Context: an optimization exercise on an open-source flow, tuned for small area and a short achievable clock period. The choices shown serve that exercise and are no tape-out recipe. At most, simulation tests tie the RTL to the original design; equivalence was not proved.

before:
==> module valu_dec, before the edit <==
module valu_dec (
	input	[10:0]	i_sew,
	input	[5:0]	i_ctrl,
	input	[63:0]	i_dataa,
	input	[63:0]	i_datab,
	output	[63:0]	o_a,
	output	[63:0]	o_b,
	output	[2:0]	o_st,		 
	output	[2:0]	o_ad,		 
	output			o_inv,		 
	output			o_sum,		 
	output			o_lx,		 
	output			o_ly,		 
	output			o_cmp,		 
	output			o_signed,	 
	output			o_shr,		 
	output			o_shl		 
);
	localparam	VAND	=	6'b000100,
				VOR		=	6'b000101,
				VXOR	=	6'b000110,
				VADD	=	6'b000000,
				VSUB	=	6'b000001,
				VSLT	=	6'b000010,
				VSLTU	=	6'b000011,
				VSLL	=	6'b011000,
				VSRL	=	6'b011001,
				VSRA	=	6'b011010;
	wire	w8	=	(i_sew == 11'h008);
	wire	w16	=	(i_sew == 11'h010);
	wire	w32	=	(i_sew == 11'h020);
	wire	w64	=	(i_sew == 11'h040);
	wire	wok	=	w8 | w16 | w32 | w64;
	wire	c_and	=	(i_ctrl == VAND);
	wire	c_or	=	(i_ctrl == VOR);
	wire	c_xor	=	(i_ctrl == VXOR);
	wire	c_add	=	(i_ctrl == VADD);
	wire	c_sub	=	(i_ctrl == VSUB);
	wire	c_slt	=	(i_ctrl == VSLT);
	wire	c_sltu	=	(i_ctrl == VSLTU);
	wire	c_sll	=	(i_ctrl == VSLL);
	wire	c_srl	=	(i_ctrl == VSRL);
	wire	c_sra	=	(i_ctrl == VSRA);
	wire	c_inv	=	c_sub | c_slt | c_sltu;
	wire	c_any	=	c_and | c_or | c_xor | c_add | c_inv | c_sll | c_srl | c_sra;
	wire	d_arith	=	wok & (c_add | c_inv);
	wire	d_shift	=	wok & (c_sll | c_srl | c_sra);
	wire	d_pass	=	~(wok & c_any);
	wire	d_ab	=	wok & (c_add | c_inv | c_and | c_or | c_xor);
	wire	[6:0]	sh	=	{d_shift & w64,
							 d_shift & w32 & c_sll, d_shift & w32 & ~c_sll,
							 d_shift & w16 & c_sll, d_shift & w16 & ~c_sll,
							 d_shift & w8 & c_sll, d_shift & w8 & ~c_sll};
	wire	[63:0]	a	=	i_dataa;
	wire	[63:0]	b	=	i_datab;
	function automatic [7:0] amask;
		input integer c;
		input w8, w16, w32;
		begin
			if (w8)				amask = 8'h07;
			else if (w16)		amask = (c % 2 == 0) ? 8'h0f : 8'h00;
			else if (w32)		amask = (c % 4 == 0) ? 8'h1f : 8'h00;
			else				amask = (c == 0) ? 8'h3f : 8'h00;
		end
	endfunction
	genvar	i, c, k;
	wire	[63:0]	shc;
	generate for (c = 0; c < 8; c = c + 1) begin : g_shc
		for (k = 0; k < 6; k = k + 1) begin : g_k
			assign shc[8*c+k] =
				(k < 3 ? ((sh[0] & b[8*c+k]) | (sh[1] & b[8*(7-c)+k])) : 1'b0) |
				(k < 4 ? ((sh[2] & b[16*(c/2)+k]) | (sh[3] & b[16*((7-c)/2)+k])) : 1'b0) |
				(k < 5 ? ((sh[4] & b[32*(c/4)+k]) | (sh[5] & b[32*((7-c)/4)+k])) : 1'b0) |
				(sh[6] & b[k]);
		end
		assign shc[8*c+6] = d_shift & (|(b[8*c +: 8] & ~amask(c, w8, w16, w32)));
		assign shc[8*c+7] = wok & c_sra & ((w8 & a[8*c+7]) | (w16 & a[16*(c/2)+15]) |
										   (w32 & a[32*(c/4)+31]) | (w64 & a[63]));
	end endgenerate
	generate for (i = 0; i < 64; i = i + 1) begin : g_ab
		assign o_a[i] = c_sll ? a[63-i] : a[i];
	end endgenerate
	assign	o_b			=	({64{d_ab}} & (b ^ {64{c_inv}})) | shc;
	assign	o_st		=	{d_shift & (w8 | w16 | w32), d_shift & (w8 | w16), d_shift & w8};
	assign	o_ad		=	{d_arith & (w8 | w16 | w32), d_arith & (w8 | w16), d_arith & w8};
	assign	o_inv		=	wok & c_inv;
	assign	o_sum		=	wok & (c_add | c_sub);
	assign	o_lx		=	wok & (c_xor | c_or);
	assign	o_ly		=	wok & (c_and | c_or);
	assign	o_cmp		=	wok & (c_slt | c_sltu);
	assign	o_signed	=	c_slt;
	assign	o_shr		=	(wok & (c_srl | c_sra)) | (d_pass & ~c_sll);
	assign	o_shl		=	c_sll;
endmodule
Settings: LEC_CHECK=0, ABC_AREA=1, CAP_MARGIN=40, CORE_MARGIN=2, CORE_UTILIZATION=40, PLACE_DENSITY=0.5, SLEW_MARGIN=40, SYNTH_HIERARCHICAL=1; clock period 9.0 ns.
standard.sh (not shown) runs the stock make flow with config.mk's settings and CLKGATE_MAP_FILE= SYNTH_SCRIPT=/design/flow/synth_recipe.tcl, a recipe that flattens the netlist after the stock synthesis.
==> flow/flow/run.sh <==
#!/bin/bash
# Layout flow: the standard ORFS flow (standard.sh), with these changes:
#  - synthesis is the standard synthesis script, except that ABC maps the
#    logic with flow/abc_map.script (see flow/synth_wrap.tcl),
#  - the port buffers are buf_2 cells instead of the default delay buffer,
#  - clock tree sinks are clustered by 20 within 80 um (fewer leaf buffers).
# make's output goes to standard.log; each ORFS step logs to orfs/logs/.
set -euo pipefail
cd "$(dirname "$0")/.."
W=$PWD
export FLOW_SYNTH_TCL=$W/synth_recipe.tcl
export ABC_SCRIPT_FILE=$W/flow/abc_map.script
bash standard.sh SYNTH_SCRIPT=$W/flow/synth_wrap.tcl SETUP_SLACK_MARGIN=6 CTS_CLUSTER_SIZE=20 CTS_CLUSTER_DIAMETER=80 \
	"BUFFER_PORTS_ARGS=-buffer_cell sky130_fd_sc_hd__buf_2" \
	finish > standard.log 2>&1
==> flow/flow/abc_map.script <==
strash
dch
map -B 0.5
topo
stime -c
buffer -c
upsize -c
dnsize -c
stime -c
==> flow/flow/synth_wrap.tcl <==
# Synthesis = the standard synthesis script (synth_recipe.tcl), with one
# change: ABC maps the logic with the script in ABC_SCRIPT_FILE instead of
# ORFS's abc_area.script. Registers are not touched by ABC.
proc abc {args} {
  set i [lsearch -exact $args -script]
  if { $i >= 0 && [info exists ::env(ABC_SCRIPT_FILE)] } {
    lset args [expr { $i + 1 }] $::env(ABC_SCRIPT_FILE)
  }
  puts "abc (wrapped): $args"
  yosys abc {*}$args
}
source $::env(FLOW_SYNTH_TCL)
Input changes introduced in after (baseline for comparison: before):
-- flow/design.v --
<<< before, line 250
	wire	d_pass	=	~(wok & c_any);
	wire	d_ab	=	wok & (c_add | c_inv | c_and | c_or | c_xor);
	wire	[6:0]	sh	=	{d_shift & w64,
							 d_shift & w32 & c_sll, d_shift & w32 & ~c_sll,
							 d_shift & w16 & c_sll, d_shift & w16 & ~c_sll,
							 d_shift & w8 & c_sll, d_shift & w8 & ~c_sll};
	wire	[63:0]	a	=	i_dataa;
	wire	[63:0]	b	=	i_datab;
	function automatic [7:0] amask;
		input integer c;
>>> after, line 250
	wire	d_pass	=	~(wok & c_any);
	wire	d_ab	=	wok & (c_add | c_inv | c_and | c_or | c_xor);
	wire	[63:0]	a	=	i_dataa;
	wire	[63:0]	b	=	i_datab;
	wire	p8	=	i_sew[3];
	wire	p16	=	i_sew[4];
	wire	p32	=	i_sew[5];
	wire	p64	=	i_sew[6];
	wire	[6:0]	sh	=	{p64,
							 p32 & c_sll, p32 & ~c_sll,
							 p16 & c_sll, p16 & ~c_sll,
							 p8 & c_sll, p8 & ~c_sll};
	function automatic [7:0] amask;
		input integer c;
<<< before, line 276
				(sh[6] & b[k]);
		end
		assign shc[8*c+6] = d_shift & (|(b[8*c +: 8] & ~amask(c, w8, w16, w32)));
		assign shc[8*c+7] = wok & c_sra & ((w8 & a[8*c+7]) | (w16 & a[16*(c/2)+15]) |
										   (w32 & a[32*(c/4)+31]) | (w64 & a[63]));
	end endgenerate
	generate for (i = 0; i < 64; i = i + 1) begin : g_ab
		assign o_a[i] = c_sll ? a[63-i] : a[i];
	end endgenerate
	assign	o_b			=	({64{d_ab}} & (b ^ {64{c_inv}})) | shc;
	assign	o_st		=	{d_shift & (w8 | w16 | w32), d_shift & (w8 | w16), d_shift & w8};
	assign	o_ad		=	{d_arith & (w8 | w16 | w32), d_arith & (w8 | w16), d_arith & w8};
>>> after, line 280
				(sh[6] & b[k]);
		end
		assign shc[8*c+6] = |(b[8*c +: 8] & ~amask(c, p8, p16, p32));
		assign shc[8*c+7] = c_sra & ((p8 & a[8*c+7]) | (p16 & a[16*(c/2)+15]) |
									 (p32 & a[32*(c/4)+31]) | (p64 & a[63]));
	end endgenerate
	generate for (i = 0; i < 64; i = i + 1) begin : g_ab
		assign o_a[i] = c_sll ? a[63-i] : a[i];
	end endgenerate
	assign	o_b			=	({64{d_ab}} & (b ^ {64{c_inv}})) | ({64{d_shift}} & shc);
	assign	o_st		=	{d_shift & (w8 | w16 | w32), d_shift & (w8 | w16), d_shift & w8};
	assign	o_ad		=	{d_arith & (w8 | w16 | w32), d_arith & (w8 | w16), d_arith & w8};
### Flow results
- after was carried through to the last stage, and its layout satisfied the timing, DRC and antenna checks.
- Cell count: after higher than before
- | storage element area | before vs after | ≈ equal |
- The higher worst path setup slack after routing of after and before is in before.
- [after vs before] relative slew slack: lower in after
- Per the comparison of after with before, via count rose by 229; synthesized cell count rose by 53; sequential share of layout area stayed essentially flat.
- When after is set beside before, its synthesized cell area turns out to be about 1.8% larger.
- Worst hold margin was higher in the run labelled before.
- Looking at number of CTS-inserted buffers, after sits 1 higher than before does.
Only the layout flow was run in after; the RTL was not checked for function there.

[afterwards: timing with drivers on the ports]
The flow's constraints put no driver on any port. The routed layouts listed below were extracted and timed again, unchanged, in two steps. Step 1 (the two cells are an assumption about what drives the block):
set clk [get_ports {clk}]
set_driving_cell -lib_cell sky130_fd_sc_hd__clkbuf_16 $clk
set_driving_cell -lib_cell sky130_fd_sc_hd__buf_2 [delete_from_list [all_inputs] $clk]
Step 2 also shifts input and output timing later by t, the mid clock arrival at the registers, as if the neighbouring blocks saw the same clock. a / b / c = no drivers / after step 1 / after step 2; a / b = the first two.
run	t (ns)	setup WS [ns]	worst setup path after step 2	clock arrival spread, ns	cell pins on the clock port's net
before	0.577	6.010 / 6.037 / 5.472	input to register	0.029 / 0.029	1
after	0.607	5.970 / 5.970 / 5.516	input to register	0.017 / 0.017	1
After both steps setup and hold are still met in every run listed. The setup slack of before, which loses most, moves by +0.027 ns with the drivers and by -0.538 ns with both steps.
